Background: an optimization exercise with open tools, aiming at small area and a short achievable clock period. Do not read the settings as production practice. Power and IR drop assume default switching activity.

main:
==> module neuron_unit, before the edit <==
module neuron_unit (
    input wire clk,
    input wire [31:0] inputs,
    input wire [31:0] weights,
    input wire [7:0] threshold,
    output wire out,
    output wire [5:0] popcount
);
    wire [31:0] x = ~(inputs ^ weights);
    wire [6:0] thr0 = {|threshold[7:6], threshold[5:0]};
    wire n1;
    wire n2;
    wire n3;
    wire n4;
    wire n5;
    wire n6;
    wire n7;
    wire n8;
    wire n9;
    wire n10;
    wire n11;
    wire n12;
    wire n13;
    wire n14;
    wire n15;
    wire n16;
    wire n17;
    wire n18;
    wire n19;
    wire n20;
    wire n21;
    wire n22;
    wire n23;
    wire n24;
    wire n25;
    wire n26;
    wire n27;
    wire n28;
    wire n29;
    wire n30;
    wire n31;
    wire n32;
    wire n33;
    wire n34;
    wire n35;
    wire n36;
    wire n37;
    wire n38;
    wire n39;
    wire n40;
    wire n41;
    wire n42;
    wire n43;
    wire n44;
    wire n45;
    wire n46;
    wire n47;
    wire n48;
    wire n49;
    wire n50;
    wire n51;
    wire n52;
    wire n53;
    wire n54;
    wire n55;
    wire n56;
    wire n57;
    wire n58;
    wire n59;
    wire n60;
    wire n61;
    wire n62;
    reg r0_n31;
    reg r0_n43;
    reg r0_n45;
    reg r0_n44;
    reg r0_n49;
    reg r0_n46;
    reg r0_n48;
    reg r0_n50;
    reg [6:0] r0_thr;
    fa_cell un1 (.a(x[0]), .b(x[10]), .c(x[11]), .s(n1), .co(n2));
    fa_cell un3 (.a(x[12]), .b(x[13]), .c(x[14]), .s(n3), .co(n4));
    fa_cell un5 (.a(x[15]), .b(x[16]), .c(x[17]), .s(n5), .co(n6));
    fa_cell un7 (.a(x[18]), .b(x[19]), .c(x[1]), .s(n7), .co(n8));
    fa_cell un9 (.a(x[20]), .b(x[21]), .c(x[22]), .s(n9), .co(n10));
    fa_cell un11 (.a(x[23]), .b(x[24]), .c(x[25]), .s(n11), .co(n12));
    fa_cell un13 (.a(x[26]), .b(x[27]), .c(x[28]), .s(n13), .co(n14));
    fa_cell un15 (.a(x[29]), .b(x[2]), .c(x[30]), .s(n15), .co(n16));
    fa_cell un17 (.a(x[31]), .b(x[3]), .c(x[4]), .s(n17), .co(n18));
    fa_cell un19 (.a(x[5]), .b(x[6]), .c(x[7]), .s(n19), .co(n20));
    fa_cell un21 (.a(x[8]), .b(x[9]), .c(n1), .s(n21), .co(n22));
    fa_cell un23 (.a(n11), .b(n13), .c(n15), .s(n23), .co(n24));
    fa_cell un25 (.a(n17), .b(n19), .c(n3), .s(n25), .co(n26));
    fa_cell un27 (.a(n5), .b(n7), .c(n9), .s(n27), .co(n28));
    fa_cell un29 (.a(n21), .b(n23), .c(n25), .s(n29), .co(n30));
    ha_cell un31 (.a(n27), .b(n29), .s(n31), .co(n32));
    fa_cell un33 (.a(n10), .b(n12), .c(n14), .s(n33), .co(n34));
    fa_cell un35 (.a(n16), .b(n18), .c(n2), .s(n35), .co(n36));
    fa_cell un37 (.a(n20), .b(n4), .c(n6), .s(n37), .co(n38));
    fa_cell un39 (.a(n8), .b(n22), .c(n24), .s(n39), .co(n40));
    fa_cell un41 (.a(n26), .b(n28), .c(n33), .s(n41), .co(n42));
    fa_cell un43 (.a(n35), .b(n37), .c(n30), .s(n43), .co(n44));
    fa_cell un45 (.a(n39), .b(n41), .c(n32), .s(n45), .co(n46));
    fa_cell un47 (.a(n34), .b(n36), .c(n38), .s(n47), .co(n48));
    fa_cell un49 (.a(n40), .b(n42), .c(n47), .s(n49), .co(n50));
    ha_cell un51 (.a(r0_n43), .b(r0_n45), .s(n51), .co(n52));
    fa_cell un53 (.a(r0_n44), .b(r0_n46), .c(r0_n49), .s(n53), .co(n54));
    ha_cell un55 (.a(n52), .b(n53), .s(n55), .co(n56));
    fa_cell un57 (.a(r0_n48), .b(r0_n50), .c(n54), .s(n57), .co(n58));
    ha_cell un59 (.a(n56), .b(n57), .s(n59), .co(n60));
    ha_cell un61 (.a(n58), .b(n60), .s(n61), .co(n62));
    always @(posedge clk) begin
        r0_n31 <= n31;
        r0_n43 <= n43;
        r0_n45 <= n45;
        r0_n44 <= n44;
        r0_n49 <= n49;
        r0_n46 <= n46;
        r0_n48 <= n48;
        r0_n50 <= n50;
        r0_thr <= thr0;
    end
    wire [5:0] p = {n62, n61, n59, n55, n51, r0_n31};
    wire [6:0] g;
    assign g[0] = 1'b1;
    genvar k;
    generate for (k = 0; k < 6; k = k + 1) begin : cmp
        assign g[k+1] = (p[k] & ~r0_thr[k]) | (p[k] & g[k]) | (~r0_thr[k] & g[k]);
    end endgenerate
    wire fire = ~r0_thr[6] & g[6];
    assign out = fire;
    assign popcount = p;
endmodule
clock: 9.0 ns
lec_check: 0
cap_margin: 20
core_area: 2 2 288 288
die_area: 0 0 290 290
slew_margin: 20
synth_hierarchical: 1
synth_minimum_keep_size: 0
standard.sh (not shown) runs the stock make flow with config.mk's settings and CLKGATE_MAP_FILE= SYNTH_SCRIPT=/design/flow/synth_recipe.tcl, a recipe that flattens the netlist after the stock synthesis.
==> flow/flow/run.sh <==
#!/bin/bash
# Own layout flow: the standard flow (standard synthesis unchanged), with the
# port buffers made from the smallest buffer cell instead of the resizer's default.
set -euo pipefail
export BUFFER_PORTS_ARGS="-buffer_cell sky130_fd_sc_hd__buf_1"
bash standard.sh finish > flow_standard.log 2>&1 || { tail -50 flow_standard.log; exit 1; }
tail -5 flow_standard.log
Here is what was changed in the inputs of the feature branch compared with main.
--- a/flow/design.v
+++ b/flow/design.v
@@ -72,11 +72,12 @@
     wire n62;
     reg r0_n31;
+    reg r0_n39;
+    reg r0_n41;
+    reg r0_n32;
     reg r0_n43;
-    reg r0_n45;
     reg r0_n44;
-    reg r0_n49;
+    reg r0_n47;
     reg r0_n46;
     reg r0_n48;
-    reg r0_n50;
     reg [6:0] r0_thr;
     fa_cell un1 (.a(x[0]), .b(x[10]), .c(x[11]), .s(n1), .co(n2));
@@ -102,22 +103,23 @@
     fa_cell un41 (.a(n26), .b(n28), .c(n33), .s(n41), .co(n42));
     fa_cell un43 (.a(n35), .b(n37), .c(n30), .s(n43), .co(n44));
-    fa_cell un45 (.a(n39), .b(n41), .c(n32), .s(n45), .co(n46));
-    fa_cell un47 (.a(n34), .b(n36), .c(n38), .s(n47), .co(n48));
-    fa_cell un49 (.a(n40), .b(n42), .c(n47), .s(n49), .co(n50));
-    ha_cell un51 (.a(r0_n43), .b(r0_n45), .s(n51), .co(n52));
-    fa_cell un53 (.a(r0_n44), .b(r0_n46), .c(r0_n49), .s(n53), .co(n54));
+    fa_cell un45 (.a(n34), .b(n36), .c(n38), .s(n45), .co(n46));
+    fa_cell un47 (.a(n40), .b(n42), .c(n45), .s(n47), .co(n48));
+    fa_cell un49 (.a(r0_n32), .b(r0_n39), .c(r0_n41), .s(n49), .co(n50));
+    ha_cell un51 (.a(r0_n43), .b(n49), .s(n51), .co(n52));
+    fa_cell un53 (.a(r0_n44), .b(r0_n47), .c(n50), .s(n53), .co(n54));
     ha_cell un55 (.a(n52), .b(n53), .s(n55), .co(n56));
-    fa_cell un57 (.a(r0_n48), .b(r0_n50), .c(n54), .s(n57), .co(n58));
+    fa_cell un57 (.a(r0_n46), .b(r0_n48), .c(n54), .s(n57), .co(n58));
     ha_cell un59 (.a(n56), .b(n57), .s(n59), .co(n60));
     ha_cell un61 (.a(n58), .b(n60), .s(n61), .co(n62));
     always @(posedge clk) begin
         r0_n31 <= n31;
+        r0_n39 <= n39;
+        r0_n41 <= n41;
+        r0_n32 <= n32;
         r0_n43 <= n43;
-        r0_n45 <= n45;
         r0_n44 <= n44;
-        r0_n49 <= n49;
+        r0_n47 <= n47;
         r0_n46 <= n46;
         r0_n48 <= n48;
-        r0_n50 <= n50;
         r0_thr <= thr0;
     end
Relative to main, hold slack has gone up in the feature branch. The feature branch ran to completion and came out clean on the timing, design-rule and antenna checks. Taking main as the reference, in the feature branch final cell count increased 0.35%; global-route track usage on met2 decreased 0.47 points; sequential share of layout area increased 0.95 points; global-route usage over all layers essentially unchanged.
Function was not checked in any run of this note: the RTL went through the layout flow alone.

Another version of the RTL of bnn_layer (not shown whole).
For scale: roughly 110 flip-flops, ~0.018 mm^2 of cells after synthesis.
==> module neuron_unit, before the edit <==
module neuron_unit (
    input wire clk,
    input wire [31:0] inputs,
    input wire [31:0] weights,
    input wire [7:0] threshold,
    output reg out,
    output reg [5:0] popcount
);
    wire [31:0] x = ~(inputs ^ weights);
    wire [6:0] thr0 = {|threshold[7:6], threshold[5:0]};
    wire n1;
    wire n2;
    wire n3;
    wire n4;
    wire n5;
    wire n6;
    wire n7;
    wire n8;
    wire n9;
    wire n10;
    wire n11;
    wire n12;
    wire n13;
    wire n14;
    wire n15;
    wire n16;
    wire n17;
    wire n18;
    wire n19;
    wire n20;
    wire n21;
    wire n22;
    wire n23;
    wire n24;
    wire n25;
    wire n26;
    wire n27;
    wire n28;
    wire n29;
    wire n30;
    wire n31;
    wire n32;
    wire n33;
    wire n34;
    wire n35;
    wire n36;
    wire n37;
    wire n38;
    wire n39;
    wire n40;
    wire n41;
    wire n42;
    wire n43;
    wire n44;
    wire n45;
    wire n46;
    wire n47;
    wire n48;
    wire n49;
    wire n50;
    wire n51;
    wire n52;
    wire n53;
    wire n54;
    wire n55;
    wire n56;
    wire n57;
    wire n58;
    wire n59;
    wire n60;
    wire n61;
    wire n62;
    fa_cell un1 (.a(x[0]), .b(x[10]), .c(x[11]), .s(n1), .co(n2));
    fa_cell un3 (.a(x[12]), .b(x[13]), .c(x[14]), .s(n3), .co(n4));
    fa_cell un5 (.a(x[15]), .b(x[16]), .c(x[17]), .s(n5), .co(n6));
    fa_cell un7 (.a(x[18]), .b(x[19]), .c(x[1]), .s(n7), .co(n8));
    fa_cell un9 (.a(x[20]), .b(x[21]), .c(x[22]), .s(n9), .co(n10));
    fa_cell un11 (.a(x[23]), .b(x[24]), .c(x[25]), .s(n11), .co(n12));
    fa_cell un13 (.a(x[26]), .b(x[27]), .c(x[28]), .s(n13), .co(n14));
    fa_cell un15 (.a(x[29]), .b(x[2]), .c(x[30]), .s(n15), .co(n16));
    fa_cell un17 (.a(x[31]), .b(x[3]), .c(x[4]), .s(n17), .co(n18));
    fa_cell un19 (.a(x[5]), .b(x[6]), .c(x[7]), .s(n19), .co(n20));
    fa_cell un21 (.a(x[8]), .b(x[9]), .c(n1), .s(n21), .co(n22));
    fa_cell un23 (.a(n11), .b(n13), .c(n15), .s(n23), .co(n24));
    fa_cell un25 (.a(n17), .b(n19), .c(n3), .s(n25), .co(n26));
    fa_cell un27 (.a(n5), .b(n7), .c(n9), .s(n27), .co(n28));
    fa_cell un29 (.a(n21), .b(n23), .c(n25), .s(n29), .co(n30));
    ha_cell un31 (.a(n27), .b(n29), .s(n31), .co(n32));
    fa_cell un33 (.a(n10), .b(n12), .c(n14), .s(n33), .co(n34));
    fa_cell un35 (.a(n16), .b(n18), .c(n2), .s(n35), .co(n36));
    fa_cell un37 (.a(n20), .b(n4), .c(n6), .s(n37), .co(n38));
    fa_cell un39 (.a(n8), .b(n22), .c(n24), .s(n39), .co(n40));
    fa_cell un41 (.a(n26), .b(n28), .c(n33), .s(n41), .co(n42));
    fa_cell un43 (.a(n35), .b(n37), .c(n30), .s(n43), .co(n44));
    fa_cell un45 (.a(n39), .b(n41), .c(n32), .s(n45), .co(n46));
    ha_cell un47 (.a(n43), .b(n45), .s(n47), .co(n48));
    fa_cell un49 (.a(n34), .b(n36), .c(n38), .s(n49), .co(n50));
    fa_cell un51 (.a(n40), .b(n42), .c(n49), .s(n51), .co(n52));
    fa_cell un53 (.a(n44), .b(n51), .c(n46), .s(n53), .co(n54));
    ha_cell un55 (.a(n48), .b(n53), .s(n55), .co(n56));
    fa_cell un57 (.a(n50), .b(n52), .c(n54), .s(n57), .co(n58));
    ha_cell un59 (.a(n56), .b(n57), .s(n59), .co(n60));
    ha_cell un61 (.a(n58), .b(n60), .s(n61), .co(n62));
    wire [5:0] p = {n62, n61, n59, n55, n47, n31};
    wire [6:0] g;
    assign g[0] = 1'b1;
    genvar k;
    generate for (k = 0; k < 6; k = k + 1) begin : cmp
        assign g[k+1] = (p[k] & ~thr0[k]) | (p[k] & g[k]) | (~thr0[k] & g[k]);
    end endgenerate
    wire fire = ~thr0[6] & g[6];
    always @(posedge clk) begin
        out <= fire;
        popcount <= p;
    end
endmodule
export LEC_CHECK = 0
export CAP_MARGIN = 20
export CORE_AREA = 2 2 288 288
export DIE_AREA = 0 0 290 290
export SLEW_MARGIN = 20
export SYNTH_HIERARCHICAL = 1
export SYNTH_MINIMUM_KEEP_SIZE = 0
create_clock -name core_clock -period 9.0 [get_ports {clk}]
Scripts as last shown in full above: flow/flow/run.sh
Then changed:
--- a/flow/design.v
+++ b/flow/design.v
@@ -3,8 +3,8 @@
     input wire [31:0] inputs,
     input wire [31:0] weights,
     input wire [7:0] threshold,
-    output reg out,
-    output reg [5:0] popcount
+    output wire out,
+    output wire [5:0] popcount
 );
     wire [31:0] x = ~(inputs ^ weights);
     wire [6:0] thr0 = {|threshold[7:6], threshold[5:0]};
@@ -70,6 +70,14 @@
     wire n60;
     wire n61;
     wire n62;
+    reg r0_n31;
+    reg r0_n47;
+    reg r0_n48;
+    reg r0_n53;
+    reg r0_n50;
+    reg r0_n52;
+    reg r0_n54;
+    reg [6:0] r0_thr;
     fa_cell un1 (.a(x[0]), .b(x[10]), .c(x[11]), .s(n1), .co(n2));
     fa_cell un3 (.a(x[12]), .b(x[13]), .c(x[14]), .s(n3), .co(n4));
     fa_cell un5 (.a(x[15]), .b(x[16]), .c(x[17]), .s(n5), .co(n6));
@@ -97,22 +105,30 @@
     fa_cell un49 (.a(n34), .b(n36), .c(n38), .s(n49), .co(n50));
     fa_cell un51 (.a(n40), .b(n42), .c(n49), .s(n51), .co(n52));
     fa_cell un53 (.a(n44), .b(n51), .c(n46), .s(n53), .co(n54));
-    ha_cell un55 (.a(n48), .b(n53), .s(n55), .co(n56));
-    fa_cell un57 (.a(n50), .b(n52), .c(n54), .s(n57), .co(n58));
+    ha_cell un55 (.a(r0_n48), .b(r0_n53), .s(n55), .co(n56));
+    fa_cell un57 (.a(r0_n50), .b(r0_n52), .c(r0_n54), .s(n57), .co(n58));
     ha_cell un59 (.a(n56), .b(n57), .s(n59), .co(n60));
     ha_cell un61 (.a(n58), .b(n60), .s(n61), .co(n62));
-    wire [5:0] p = {n62, n61, n59, n55, n47, n31};
+    always @(posedge clk) begin
+        r0_n31 <= n31;
+        r0_n47 <= n47;
+        r0_n48 <= n48;
+        r0_n53 <= n53;
+        r0_n50 <= n50;
+        r0_n52 <= n52;
+        r0_n54 <= n54;
+        r0_thr <= thr0;
+    end
+    wire [5:0] p = {n62, n61, n59, n55, r0_n47, r0_n31};
     wire [6:0] g;
     assign g[0] = 1'b1;
     genvar k;
     generate for (k = 0; k < 6; k = k + 1) begin : cmp
-        assign g[k+1] = (p[k] & ~thr0[k]) | (p[k] & g[k]) | (~thr0[k] & g[k]);
+        assign g[k+1] = (p[k] & ~r0_thr[k]) | (p[k] & g[k]) | (~r0_thr[k] & g[k]);
     end endgenerate
-    wire fire = ~thr0[6] & g[6];
-    always @(posedge clk) begin
-        out <= fire;
-        popcount <= p;
-    end
+    wire fire = ~r0_thr[6] & g[6];
+    assign out = fire;
+    assign popcount = p;
 endmodule
 module fa_cell (input wire a, input wire b, input wire c, output wire s, output wire co);
     assign s = a ^ b ^ c;
Result:
- The new run completed with no timing, DRC or antenna violations
- combinational power fell by 47%
- routed wire length decreases by 2.5%
- core utilization rose by 3.3 points
- non-clock buffer count does not change
- cell area rises by 12%
- via count climbs by 4.0%
- die area does not change
- total power decreases by 29%
- area after synthesis goes up by 16%
- worst setup slack improved by 1800 ps
- critical path depth went down by 8
- sequential share of layout area came out higher by 7.7 points
- fmax rises by 34%
Function was not checked in any run of this note: the RTL went through the layout flow alone.

[separate check: timing with driven ports]
No port has a modelled driver above. Below, the same layouts with a new extraction and two added sets of constraints.
Step 1 assumes that a clkbuf_16 drives the clock port and a buf_2 every other input.
Step 2 also shifts input and output timing later by t, the mid clock arrival at the registers, as if the neighbouring blocks saw the same clock.
Slacks: ideal / step 1 / step 2; pairs: ideal / step 1.
run | t (ns) | setup WS [ns] | hold WS [ns] | worst setup path at the end | worst register clock-pin slew, ns
main | 0.613 | 3.971 / 3.901 / 3.714 | 1.059 / 1.027 / 1.639 | input to register | 0.06 / 0.06
the feature branch | 0.609 | 3.528 / 3.466 / 3.927 | 1.139 / 1.100 / 1.709 | input to register | 0.07 / 0.07
the first run of note 2 | 0.569 | 2.109 / 2.144 / 1.575 | 1.083 / 1.040 / 1.609 | input to register | 0.07 / 0.07
the second run of note 2 | 0.677 | 3.873 / 3.916 / 3.239 | 1.061 / 1.023 / 1.700 | input to register | 0.07 / 0.07
After both steps every run listed still meets setup and hold. The setup slack of the second run of note 2, which loses most, moves by +0.043 ns with the drivers and by -0.634 ns with both steps.
